What follows belongs to an exercise in optimizing a design on an open flow for small area, a short achievable clock period and few clock cycles per item; a production flow would make more cautious choices.
Where RTL was checked, it was by simulation tests only, not by an equivalence proof against the original.
The flow treats the clock pin as an ideal source. Dropping or thinning the clock tree relies on that and would not hold on a real chip.
Power is estimated from default activity; no workload was simulated.

==> flow/design.v <==
module subordinate #(
    localparam DATA_WIDTH = 32,
    localparam ADDRESS_WIDTH = 4
) (
    input  axi_aclk_in,
    input  axi_aresetn_in,
    input  [ADDRESS_WIDTH-1:0] axi_awaddr_in,
    input  [2:0] axi_awprot_in,
    input  axi_awvalid_in,
    input  [DATA_WIDTH-1:0] axi_wdata_in,
    input  [ADDRESS_WIDTH-1:0] axi_wstrb_in,
    input  axi_wvalid_in,
    input  axi_bready_in,
    input  [ADDRESS_WIDTH-1:0] axi_araddr_in,
    input  [2:0] axi_arprot_in,
    input  axi_arvalid_in,
    input  axi_rready_in,
    output axi_awready_out,
    output axi_wready_out,
    output [1:0] axi_bresp_out,
    output axi_bvalid_out,
    output axi_arready_out,
    output [DATA_WIDTH-1:0] axi_rdata_out,
    output [1:0] axi_rresp_out,
    output axi_rvalid_out
);
    reg [4*DATA_WIDTH-1:0] regs;
    wire write = axi_awvalid_in && axi_wvalid_in;
    assign axi_awready_out = axi_wvalid_in;
    assign axi_wready_out  = axi_awvalid_in;
    wire [DATA_WIDTH-1:0] wd = axi_wdata_in & {DATA_WIDTH{axi_aresetn_in}};
    integer n, k;
    always @(posedge axi_aclk_in)
        for (n = 0; n < 4; n = n + 1)
            for (k = 0; k < DATA_WIDTH/8; k = k + 1)
                if (!axi_aresetn_in || (write && axi_awaddr_in[3:2] == n && axi_wstrb_in[k]))
                    regs[n*DATA_WIDTH+k*8+:8] <= wd[k*8+:8];
    reg       bvalid;
    reg [2:0] bq;
    wire      bslot  = !bvalid || axi_bready_in;
    wire [2:0] bq_inc = bq + 3'd1;
    wire [2:0] bq_dec = (bq == 3'd0) ? 3'd0 : bq - 3'd1;
    always @(posedge axi_aclk_in)
        if (!axi_aresetn_in) begin
            bvalid <= 1'b0;
            bq     <= 3'd0;
        end else begin
            if (bslot)
                bvalid <= write || (bq != 3'd0);
            case ({bslot, write})
            2'b00: bq <= bq;
            2'b01: bq <= bq_inc;
            2'b10: bq <= bq_dec;
            2'b11: bq <= bq;
            endcase
        end
    assign axi_bvalid_out = bvalid;
    assign axi_bresp_out  = 2'b00;
    reg                  rvalid;
    reg [DATA_WIDTH-1:0] rdata;
    assign axi_arready_out = axi_rready_in;
    always @(posedge axi_aclk_in)
        if (!axi_aresetn_in)
            rvalid <= 1'b0;
        else if (axi_rready_in)
            rvalid <= axi_arvalid_in;
    always @(posedge axi_aclk_in)
        if (axi_rready_in)
            rdata <= regs[axi_araddr_in[3:2]*DATA_WIDTH+:DATA_WIDTH];
    assign axi_rvalid_out = rvalid;
    assign axi_rdata_out  = rdata;
    assign axi_rresp_out  = 2'b00;
endmodule
export LEC_CHECK = 0
export CAP_MARGIN = 20
export CORE_MARGIN = 2
export CORE_UTILIZATION = 60
export SETUP_SLACK_MARGIN = 1.1
export SLEW_MARGIN = 20
create_clock -name core_clock -period 2.5 [get_ports {axi_aclk_in}]
standard.sh (not shown) runs the stock make flow with config.mk's settings and CLKGATE_MAP_FILE= SYNTH_SCRIPT=/design/flow/synth_recipe.tcl, a recipe that flattens the netlist after the stock synthesis.
==> flow/flow/run.sh <==
#!/bin/bash
# Standard ORFS layout with two changes: plain buffers (instead of the
# default delay cells) on the ports, and a two-level clock tree built by
# flow/cts.tcl in place of TritonCTS: the clock port drives 2 sky130_fd_sc_hd__clkbuf_16,
# which drive 12 sky130_fd_sc_hd__clkbuf_8 leaf buffers, each driving one cluster of registers.
# ORFS logs stay under orfs/logs; make's output goes to flow_make.log.
set -euo pipefail
export BUFFER_PORTS_ARGS="-buffer_cell sky130_fd_sc_hd__buf_1"
export PRE_CTS_TCL="$(pwd)/flow/cts.tcl"
export MY_CTS_N1=2
export MY_CTS_CELL1=sky130_fd_sc_hd__clkbuf_16
export MY_CTS_N2=12
export MY_CTS_CELL2=sky130_fd_sc_hd__clkbuf_8

bash standard.sh > flow_make.log 2>&1
Other scripts of this flow, unchanged in this note and not shown: flow/flow/cts.tcl
The baseline passed the timing, design-rule and antenna checks.
Then changed:
==> flow/design.v (replaced) <==
module subordinate #(
    localparam DATA_WIDTH = 32,
    localparam ADDRESS_WIDTH = 4
) (
    input  axi_aclk_in,
    input  axi_aresetn_in,
    input  [ADDRESS_WIDTH-1:0] axi_awaddr_in,
    input  [2:0] axi_awprot_in,
    input  axi_awvalid_in,
    input  [DATA_WIDTH-1:0] axi_wdata_in,
    input  [ADDRESS_WIDTH-1:0] axi_wstrb_in,
    input  axi_wvalid_in,
    input  axi_bready_in,
    input  [ADDRESS_WIDTH-1:0] axi_araddr_in,
    input  [2:0] axi_arprot_in,
    input  axi_arvalid_in,
    input  axi_rready_in,
    output axi_awready_out,
    output axi_wready_out,
    output [1:0] axi_bresp_out,
    output axi_bvalid_out,
    output axi_arready_out,
    output [DATA_WIDTH-1:0] axi_rdata_out,
    output [1:0] axi_rresp_out,
    output axi_rvalid_out
);
    reg [4*DATA_WIDTH-1:0] regs;
    wire wroom = axi_bready_in && axi_rready_in;
    wire write = axi_awvalid_in && axi_wvalid_in && wroom;
    assign axi_awready_out = axi_wvalid_in && wroom;
    assign axi_wready_out  = axi_awvalid_in && wroom;
    wire [DATA_WIDTH-1:0] wd = axi_wdata_in & {DATA_WIDTH{axi_aresetn_in}};
    integer n, k;
    always @(posedge axi_aclk_in)
        for (n = 0; n < 4; n = n + 1)
            for (k = 0; k < DATA_WIDTH/8; k = k + 1)
                if (!axi_aresetn_in || (write && axi_awaddr_in[3:2] == n && axi_wstrb_in[k]))
                    regs[n*DATA_WIDTH+k*8+:8] <= wd[k*8+:8];
    reg bvalid;
    always @(posedge axi_aclk_in)
        if (!axi_aresetn_in)
            bvalid <= 1'b0;
        else if (axi_bready_in)
            bvalid <= write;
    assign axi_bvalid_out = bvalid;
    assign axi_bresp_out  = 2'b00;
    reg       rvalid;
    reg [1:0] rsel;
    assign axi_arready_out = axi_rready_in;
    always @(posedge axi_aclk_in)
        if (!axi_aresetn_in)
            rvalid <= 1'b0;
        else if (axi_rready_in)
            rvalid <= axi_arvalid_in;
    always @(posedge axi_aclk_in)
        if (axi_rready_in)
            rsel <= axi_araddr_in[3:2];
    wire [DATA_WIDTH-1:0] rdata = regs[rsel*DATA_WIDTH+:DATA_WIDTH];
    assign axi_rvalid_out = rvalid;
    assign axi_rdata_out  = rdata;
    assign axi_rresp_out  = 2'b00;
endmodule
=> Combinational power is higher by 30%; maximum frequency falls by 35%; worst setup slack loses 750 ps; hold slack loses 81 ps; sequential share of layout area falls by 9.1 points; synthesized cell count falls by 18%; register-to-register slack improves by 720 ps; cell count drops by 9.8%; synthesized area shrinks by 17%; via count drops by 7.6%; final area fell by 7.3%; wire length came out lower by 6.5%; clock skew is lower by 24 ps.
No functional check of the RTL was part of any run of this note. In every run of this note, the design's own scripts or RTL, not TritonCTS, make the clock network.

* * *

Another version of the RTL of subordinate (not shown whole).
Size in the first run: about 280 cells after synthesis, roughly 98 I/O pins.
==> module subordinate, before the edit <==
module subordinate #(
    localparam DATA_WIDTH = 32,
    localparam ADDRESS_WIDTH = 4
) (
    input  axi_aclk_in,
    input  axi_aresetn_in,
    input  [ADDRESS_WIDTH-1:0] axi_awaddr_in,
    input  [2:0] axi_awprot_in,
    input  axi_awvalid_in,
    input  [DATA_WIDTH-1:0] axi_wdata_in,
    input  [ADDRESS_WIDTH-1:0] axi_wstrb_in,
    input  axi_wvalid_in,
    input  axi_bready_in,
    input  [ADDRESS_WIDTH-1:0] axi_araddr_in,
    input  [2:0] axi_arprot_in,
    input  axi_arvalid_in,
    input  axi_rready_in,
    output axi_awready_out,
    output axi_wready_out,
    output [1:0] axi_bresp_out,
    output axi_bvalid_out,
    output axi_arready_out,
    output [DATA_WIDTH-1:0] axi_rdata_out,
    output [1:0] axi_rresp_out,
    output axi_rvalid_out
);
    reg [4*DATA_WIDTH-1:0] regs;
    wire write = axi_awvalid_in && axi_wvalid_in && axi_bready_in;
    assign axi_awready_out = axi_wvalid_in && axi_bready_in;
    assign axi_wready_out  = axi_awvalid_in && axi_bready_in;
    wire [DATA_WIDTH-1:0] wd = axi_wdata_in & {DATA_WIDTH{axi_aresetn_in}};
    integer n, k;
    always @(posedge axi_aclk_in)
        for (n = 0; n < 4; n = n + 1)
            for (k = 0; k < DATA_WIDTH/8; k = k + 1)
                if (!axi_aresetn_in || (write && axi_awaddr_in[3:2] == n && axi_wstrb_in[k]))
                    regs[n*DATA_WIDTH+k*8+:8] <= wd[k*8+:8];
    reg bvalid;
    always @(posedge axi_aclk_in)
        if (!axi_aresetn_in)
            bvalid <= 1'b0;
        else if (axi_bready_in)
            bvalid <= write;
    assign axi_bvalid_out = bvalid;
    assign axi_bresp_out  = 2'b00;
    reg                  rvalid;
    reg [DATA_WIDTH-1:0] rdata;
    assign axi_arready_out = axi_rready_in;
    always @(posedge axi_aclk_in)
        if (!axi_aresetn_in)
            rvalid <= 1'b0;
        else if (axi_rready_in)
            rvalid <= axi_arvalid_in;
    always @(posedge axi_aclk_in)
        if (axi_rready_in)
            rdata <= regs[axi_araddr_in[3:2]*DATA_WIDTH+:DATA_WIDTH];
    assign axi_rvalid_out = rvalid;
    assign axi_rdata_out  = rdata;
    assign axi_rresp_out  = 2'b00;
endmodule
Settings: LEC_CHECK=0, CAP_MARGIN=20, CORE_MARGIN=2, CORE_UTILIZATION=40, SETUP_SLACK_MARGIN=1.1, SLEW_MARGIN=20; clock period 2.5 ns.
Scripts as last shown in full above: flow/flow/run.sh
Other scripts of this flow, unchanged in this note and not shown: flow/flow/cts.tcl
The first run ran to the end with no violations.
Testbench counts at the start, summed over its fixed seeds: cycles 1,288, items 2,560.
Edit:
--- a/flow/design.v
+++ b/flow/design.v
@@ -24,36 +24,42 @@
     output [1:0] axi_rresp_out,
     output axi_rvalid_out
 );
     reg [4*DATA_WIDTH-1:0] regs;
-    wire write = axi_awvalid_in && axi_wvalid_in && axi_bready_in;
-    assign axi_awready_out = axi_wvalid_in && axi_bready_in;
-    assign axi_wready_out  = axi_awvalid_in && axi_bready_in;
+    reg  bvalid;
+    reg  bfree;
+    wire bslot = bfree || axi_bready_in;
+    wire write = axi_awvalid_in && axi_wvalid_in && bslot;
+    assign axi_awready_out = axi_wvalid_in && bslot;
+    assign axi_wready_out  = axi_awvalid_in && bslot;
     wire [DATA_WIDTH-1:0] wd = axi_wdata_in & {DATA_WIDTH{axi_aresetn_in}};
     integer n, k;
     always @(posedge axi_aclk_in)
         for (n = 0; n < 4; n = n + 1)
             for (k = 0; k < DATA_WIDTH/8; k = k + 1)
                 if (!axi_aresetn_in || (write && axi_awaddr_in[3:2] == n && axi_wstrb_in[k]))
                     regs[n*DATA_WIDTH+k*8+:8] <= wd[k*8+:8];
-    reg bvalid;
     always @(posedge axi_aclk_in)
-        if (!axi_aresetn_in)
+        if (!axi_aresetn_in) begin
             bvalid <= 1'b0;
-        else if (axi_bready_in)
+            bfree  <= 1'b1;
+        end else if (bslot) begin
             bvalid <= write;
+            bfree  <= !write;
+        end
     assign axi_bvalid_out = bvalid;
     assign axi_bresp_out  = 2'b00;
     reg                  rvalid;
     reg [DATA_WIDTH-1:0] rdata;
-    assign axi_arready_out = axi_rready_in;
+    wire rslot = !rvalid || axi_rready_in;
+    assign axi_arready_out = rslot;
     always @(posedge axi_aclk_in)
         if (!axi_aresetn_in)
             rvalid <= 1'b0;
-        else if (axi_rready_in)
+        else if (rslot)
             rvalid <= axi_arvalid_in;
     always @(posedge axi_aclk_in)
-        if (axi_rready_in)
+        if (rslot)
             rdata <= regs[axi_araddr_in[3:2]*DATA_WIDTH+:DATA_WIDTH];
     assign axi_rvalid_out = rvalid;
     assign axi_rdata_out  = rdata;
     assign axi_rresp_out  = 2'b00;
Effect: Fmax drops by 11%. Cell area rose by 6.6%. Core utilization increases by 2.9 points. Wire length goes up by 11%. Cell count rises by 1.9%. Worst setup slack got worse by 170 ps.
The RTL of the second run of this note was laid out without a check of its function. In every run of this note, the design's own scripts or RTL, not TritonCTS, make the clock network.

==> separate check: timing with driven ports <==
In the flow no input, the clock included, has a driving cell. The finished layouts below were timed again as built, in two steps. Step 1: set_driving_cell puts a clkbuf_16 on axi_aclk_in and a buf_2 on each other input, an assumption about the parent block. Step 2 also shifts input and output timing later by t, the mid clock arrival at the registers, as if the neighbouring blocks saw the same clock. a / b / c = no drivers / after step 1 / after step 2; a / b = the first two.
| run | t (ns) | setup slack, ns | latest minus earliest clock arrival (ns) |
|---|---|---|---|
| the first run of note 1 | 0.354 | 1.108 / 1.082 / 0.785 | 0.029 / 0.029 |
| the second run of note 1 | 0.337 | 0.355 / 0.302 / 0.639 | 0.024 / 0.024 |
| the first run of note 2 | 0.358 | 1.110 / 1.055 / 0.804 | 0.058 / 0.057 |
| the second run of note 2 | 0.369 | 0.944 / 0.881 / 0.691 | 0.041 / 0.042 |
After both steps every run listed still meets setup and hold. For the first run of note 1, which loses most, drivers alone change the setup slack by -0.026 ns; drivers and shift together by -0.323 ns.
